This design comes from an exercise in tuning for small area and a short achievable clock period on the open sky130 flow, not from production work. In this exercise RTL edits were held to simulation tests only and were not proved equivalent to the original. No activity file was given, so power comes from the tool's default toggle rates.

Setup of run 1:
==> flow/design.v (excerpt) <==
module sigmoid9slices (
    input wire clk,
    input wire rst_n,
    input wire signed [15:0] x0_in,
    input wire signed [15:0] x1_in,
    input wire valid_in,
    output reg signed [15:0] y0_out,
    output reg signed [15:0] y1_out,
    output reg valid_out
);
    reg v1, v2;
    always @(posedge clk or negedge rst_n)
        if (!rst_n) begin v1 <= 1'b0; v2 <= 1'b0; valid_out <= 1'b0; end
        else begin v1 <= valid_in; v2 <= v1; valid_out <= v2; end
    function [4:0] thr(input [14:0] u);
        reg lo155, lo2ab, g1, g2, g3, g4, g5;
        begin
            lo155 = u[9] | (u[8] & u[7]) | (u[8] & u[6] & (u[5] | (u[4] & u[3]) | (u[4] & u[2] & (u[1] | u[0]))));
            lo2ab = u[10] | (u[9] & u[8]) | (u[9] & u[7] & (u[6] | (u[5] & u[4]) | (u[5] & u[3] & (u[2] | (u[1] & u[0])))));
            g2 = u[14] | u[13] | u[12];
            g5 = u[14] | (u[13] & u[12]);
            g1 = g2 | u[11] | (u[10] & lo155);
            g3 = u[14] | u[13] | (u[12] & u[11] & lo2ab);
            g4 = u[14] | (u[13] & (u[12] | u[11] | (u[10] & lo155)));
            thr = {g5, g4, g3, g2, g1};
        end
    endfunction
  ...
Size in the first run: ~110 flip-flops, about 68 I/O pins, roughly 7000 um2 of cells after synthesis.
==> flow/config.mk <==
export PLATFORM = sky130hd
export DESIGN_NAME = sigmoid9slices
export DESIGN_NICKNAME = sigmoid9slices
export VERILOG_FILES = /design/flow/design.v
export SDC_FILE = /design/flow/constraint.sdc
export NUM_CORES = 4
export LEC_CHECK = 0
export ABC_AREA = 1
export CAP_MARGIN = 20
export CORE_MARGIN = 2
export CORE_UTILIZATION = 65
export SETUP_SLACK_MARGIN = 5
export SLEW_MARGIN = 20
export TNS_END_PERCENT = 0
==> flow/constraint.sdc <==
create_clock -name core_clock -period 8.0 [get_ports {clk}]
set_input_delay 1.6000 -clock core_clock [delete_from_list [all_inputs] [get_ports {clk}]]
set_output_delay 1.6000 -clock core_clock [all_outputs]
set_load 0.01 [all_outputs]
standard.sh (not shown) runs the stock make flow with config.mk's settings and CLKGATE_MAP_FILE= SYNTH_SCRIPT=/design/flow/synth_recipe.tcl, a recipe that flattens the netlist after the stock synthesis.
==> flow/flow/run.sh <==
#!/bin/bash
# Standard layout, with plain buffers (instead of delay cells) on the ports, and the
# timing repair aimed at a setup slack of 5.6 ns. The make output goes to standard.log,
# each ORFS step's full log to orfs/logs/.
set -e
export BUFFER_PORTS_ARGS="-buffer_cell sky130_fd_sc_hd__buf_2"
bash standard.sh finish SETUP_SLACK_MARGIN=5.6 > standard.log 2>&1
Run 1 completed every stage of the flow, and the final layout passed the timing, design-rule and antenna checks.
Setup changes, run 1 to run 2
Settings: CTS_CLUSTER_DIAMETER: unset -> 200; CTS_CLUSTER_SIZE: unset -> 60; CORE_UTILIZATION: 65 -> 60.
Results
Run 1 completed end to end with timing, DRC and antenna clean. Run 2 | stages: all done | timing, DRC, antenna: all pass. There was hardly any difference in share of the final layout cell area in sequential cells between run 1 and run 2. Run 2 against run 1: cts-stage hold buffer count neither gained nor lost much; antenna violation net count after detailed routing neither gained nor lost much.
diff inputs: run 2 => run 3
Settings: TNS_END_PERCENT removed (was 0); CTS_CLUSTER_DIAMETER removed (was 200); CTS_CLUSTER_SIZE removed (was 60); CORE_UTILIZATION changed from 60 to 70.
Notes after the runs:
The lower total wire length came out of run 2.
The core occupancy in the finished layout number comes out lower for run 2 vs run 3.
Summary — final worst setup slack, run 3 relative to run 2: lower, by 0.084 ns.
met2 usage ended up 13 points higher on run 3 than on run 2.
Initial detailed-routing violation count for run 3: about 9% down relative to run 2
Changes in run 4 relative to run 3:
Settings: an added TNS_END_PERCENT of 0.
### Flow results
Run 4 | status: complete | timing, DRC, antenna: pass. Re fraction of standard cell area that is sequential: run 3 was lower than run 4. Run 4 vs. run 3: routed length on met3 went down by 16%; worst hold-check slack went down by 0.0064 ns; share of the core filled with cells went down by 2.9 points; insertion delay to the later sink of the worst-skew pair was more or less identical; via count went down by 2.7%. Diff run 3..run 4 | peak per-stage delay on the critical path | negligible. Multi-input combinational cell count essentially unchanged between run 3 and run 4. Diff run 3..run 4 | synthesis-stage register bit count | unchanged.
#### Input delta (run 5 over run 4)
Settings: CORE_UTILIZATION: 70 -> 60.
==> flow/flow/run.sh <==
#!/bin/bash
# Standard layout, with plain buffers (instead of delay cells) on the ports, and the
# timing repair aimed at a setup slack of 5.5 ns. The make output goes to standard.log,
# each ORFS step's full log to orfs/logs/.
set -e
export BUFFER_PORTS_ARGS="-buffer_cell sky130_fd_sc_hd__buf_2"
bash standard.sh finish SETUP_SLACK_MARGIN=5.5 > standard.log 2>&1
--- outcome ---
- Diff run 4 -> run 5 | design internal power | up by a few percent
- For the clock network power share, run 5 came in 3.3 points higher than run 4 did.
- Cmp run 5 and run 4 / slew at the pin closest to its max-slew limit / higher: run 5
- [compare] base=run 4 new=run 5: sum of buffers and inverters on the critical path rose by 1, critical path depth went up 6, fmax now larger.
> inputs changed (run 5 -> run 6)
Settings: CORE_UTILIZATION: 60 -> 70.
==> flow/flow/run.sh <==
#!/bin/bash
# Standard layout, with plain buffers (instead of delay cells) on the ports, and the
# timing repair aimed at a setup slack of 5.7 ns. The make output goes to standard.log,
# each ORFS step's full log to orfs/logs/.
set -e
export BUFFER_PORTS_ARGS="-buffer_cell sky130_fd_sc_hd__buf_1"
bash standard.sh finish SETUP_SLACK_MARGIN=5.7 > standard.log 2>&1
Results
- The clock buffer and inverter area fraction after layout in run 6 sits 0.85 points below the value recorded for run 5.
- Summary: total wire length, run 6 worse than run 5
- Total via count after detailed routing (higher): run 6
- Relative contribution of the clock network to total power delta for run 6 relative to run 5: 4.2 points lower
- In the flow results for run 5 and run 6, the required time reported for the critical path endpoint is larger on run 6.
- Sort run 5 and run 6 by number of global-route vias before repair, ascending, and run 5 comes first.
- Wire length of the first global-routing pass on run 6 is behind run 5.
- Compared with run 5, run 6 shows area growth from synthesis to layout higher by 0.72 points.
- Cmp run 6 vs run 5: total chip power lower in run 6


sigmoid9slices again, from the RTL that the note above started with.
export LEC_CHECK = 0
export ABC_AREA = 1
export CAP_MARGIN = 20
export CORE_MARGIN = 2
export CORE_UTILIZATION = 50
export SETUP_SLACK_MARGIN = 5
export SLEW_MARGIN = 20
export TNS_END_PERCENT = 0
create_clock -name core_clock -period 8.0 [get_ports {clk}]
==> flow/flow/run.sh <==
#!/bin/bash
# Standard layout, with plain buffers (instead of delay cells) on the ports, and the
# timing repair aimed at a setup slack of 5.6 ns. The make output goes to standard.log,
# each ORFS step's full log to orfs/logs/.
set -e
export BUFFER_PORTS_ARGS="-buffer_cell sky130_fd_sc_hd__buf_2"
bash standard.sh finish SETUP_SLACK_MARGIN=5.6 > standard.log 2>&1
The baseline completed with no timing, DRC or antenna violations.
Next try:
--- a/flow/flow/run.sh
+++ b/flow/flow/run.sh
@@ -5,3 +5,3 @@
 set -e
-export BUFFER_PORTS_ARGS="-buffer_cell sky130_fd_sc_hd__buf_2"
+export BUFFER_PORTS_ARGS="-buffer_cell sky130_fd_sc_hd__buf_1"
 bash standard.sh finish SETUP_SLACK_MARGIN=5.6 > standard.log 2>&1
Settings changed: CORE_UTILIZATION 50 to 70.
Effect: The changed run finished with timing, DRC and antenna clean. Combinational power went up by a few percent. Wire length went up by a few percent. Cell count went down by a few percent. Clock-buffer cell count went up by 2. Worst setup slack gets worse by 0.040 ns. Clock skew went up by 0.0043 ns. Via count went up by a few percent.
Next try:
--- a/flow/flow/run.sh
+++ b/flow/flow/run.sh
@@ -5,3 +5,3 @@
 set -e
-export BUFFER_PORTS_ARGS="-buffer_cell sky130_fd_sc_hd__buf_1"
+export BUFFER_PORTS_ARGS="-buffer_cell sky130_fd_sc_hd__buf_2"
 bash standard.sh finish SETUP_SLACK_MARGIN=5.6 > standard.log 2>&1
Settings changed: CORE_UTILIZATION 70 to 60.
Effect: Utilization falls by 12 points; cell count stays flat; synthesized area stays the same; fmax grows by 2.3%; worst setup slack is better by 0.056 ns; die area rose by 16%; final area hardly moves; wire length came out lower by 11%.
Next try:
==> flow/flow/run.sh (replaced) <==
#!/bin/bash
# Standard layout, with plain buffers (instead of delay cells) on the ports, and the
# timing repair aimed at a setup slack of 5.5 ns. The make output goes to standard.log,
# each ORFS step's full log to orfs/logs/.
set -e
export BUFFER_PORTS_ARGS="-buffer_cell sky130_fd_sc_hd__buf_1"
bash standard.sh finish SETUP_SLACK_MARGIN=5.5 > standard.log 2>&1
Settings changed: CORE_UTILIZATION 60 to 70.
Result: Fmax came out lower by 6.3%; worst setup slack degrades by 0.16 ns; first-iteration DRC count goes down by 8.5%; wire length grows by 7.9%; count of clock-buffer cells in the layout is higher by 1; sequential share of layout area rises by 0.97 points; global-route usage increases by 6.3 points.


## run A
sigmoid9slices, a different RTL version from the one above (not shown whole).
Size in the first run: ~68 I/O pins.
==> flow/config.mk <==
export PLATFORM = sky130hd
export DESIGN_NAME = sigmoid9slices
export DESIGN_NICKNAME = sigmoid9slices
export VERILOG_FILES = /design/flow/design.v
export SDC_FILE = /design/flow/constraint.sdc
export NUM_CORES = 4
export LEC_CHECK = 0
export CAP_MARGIN = 20
export CORE_MARGIN = 2
export CORE_UTILIZATION = 70
export SETUP_SLACK_MARGIN = 5
export SLEW_MARGIN = 20
==> flow/constraint.sdc <==
create_clock -name core_clock -period 8.0 [get_ports {clk}]
set_input_delay 1.6000 -clock core_clock [delete_from_list [all_inputs] [get_ports {clk}]]
set_output_delay 1.6000 -clock core_clock [all_outputs]
set_load 0.01 [all_outputs]
==> flow/flow/run.sh <==
#!/bin/bash
# Standard layout, with plain buffers (instead of delay cells) on the ports.
set -e
export BUFFER_PORTS_ARGS="-buffer_cell sky130_fd_sc_hd__buf_2"
bash standard.sh > standard.log 2>&1
Run A finished end to end and its layout was clean on timing, DRC and antenna.
## Diff of input files: run B against run A
==> flow/run.sh (new file) <==
#!/bin/bash
# synth_recipe.tcl (not shown) runs the flow's synth.tcl, then flattens the netlist and writes it again
# the make line also repeats each setting of config.mk as NAME=value (left out here)
make -C /OpenROAD-flow-scripts/flow DESIGN_CONFIG=/design/flow/config.mk WORK_HOME=/design/flow/orfs CLKGATE_MAP_FILE= SYNTH_SCRIPT=/design/flow/synth_recipe.tcl finish
removed: flow/flow/run.sh
removed: flow/standard.sh
[summary]
Diff run A -> run B | final estimated routing congestion in global placement | down by a few percent
Run B reached the final stage; the timing, design-rule and antenna checks on its layout passed.
Compared run B against run A; data required time of the worst path within noise.
The count of flip-flops with a built-in enable after synthesis on run B is in line with that on run A.
In run B relative to run A, power density over cell area had gone up by a few percent.
Number of iterations in the first detailed-routing pass, run B and run A: lower on run A
Run B vs run A: fmax down by a few percent
Compared with run A, run B shows a higher arrival time of the worst setup path.
Register share of the cell area, run B and run A, higher one = run A.
From run A to run B the numbers moved as follows: wire length of the first global-routing pass has increased; post-route fraction of the period consumed by the critical path has increased; wire length has increased.

## re-timing with driven ports
No port has a modelled driver above. Below, the same layouts with a new extraction and two added sets of constraints. Step 1: set_driving_cell puts a clkbuf_16 on clk and a buf_2 on each other input, an assumption about the parent block. Step 2 times the ports against the registers' clock, not the clock port: input delays grow and output delays shrink by t, the midpoint of the rising clock arrivals with the driver on. Three values: ideal ports, drivers, drivers and shift; two values: the first two.
| run | t (ns) | setup slack, ns | clock arrival spread, ns | worst register clock-pin slew, ns | cell pins on the clock port's net |
|---|---|---|---|---|---|
| run 1 | 0.427 | 5.500 / 5.464 / 5.399 | 0.016 / 0.015 | 0.11 / 0.11 | 1 |
| run 2 | 0.388 | 5.562 / 5.522 / 5.383 | 0.014 / 0.014 | 0.08 / 0.08 | 1 |
| run 3 | 0.436 | 5.478 / 5.441 / 5.381 | 0.012 / 0.011 | 0.11 / 0.11 | 1 |
| run 4 | 0.438 | 5.488 / 5.451 / 5.367 | 0.011 / 0.011 | 0.11 / 0.11 | 1 |
| run 5 | 0.387 | 5.502 / 5.502 / 5.379 | 0.015 / 0.015 | 0.08 / 0.08 | 1 |
| run 6 | 0.416 | 5.517 / 5.494 / 5.344 | 0.015 / 0.014 | 0.10 / 0.10 | 1 |
| the first run of note 2 | 0.389 | 5.546 / 5.511 / 5.401 | 0.005 / 0.005 | 0.07 / 0.07 | 1 |
| the second run of note 2 | 0.423 | 5.506 / 5.469 / 5.301 | 0.010 / 0.009 | 0.10 / 0.10 | 1 |
| the third run of note 2 | 0.388 | 5.562 / 5.522 / 5.383 | 0.014 / 0.014 | 0.08 / 0.08 | 1 |
| the fourth run of note 2 | 0.423 | 5.397 / 5.397 / 5.366 | 0.012 / 0.012 | 0.10 / 0.10 | 1 |
| run A | 0.414 | 5.090 / 5.090 / 4.881 | 0.023 / 0.024 | 0.12 / 0.12 | 1 |
| run B | 0.412 | 4.981 / 4.981 / 4.672 | 0.018 / 0.019 | 0.11 / 0.11 | 1 |
After both steps setup and hold are still met in every run listed. For run B, which loses most, drivers alone change the setup slack by 0.000 ns; drivers and shift together by -0.309 ns.
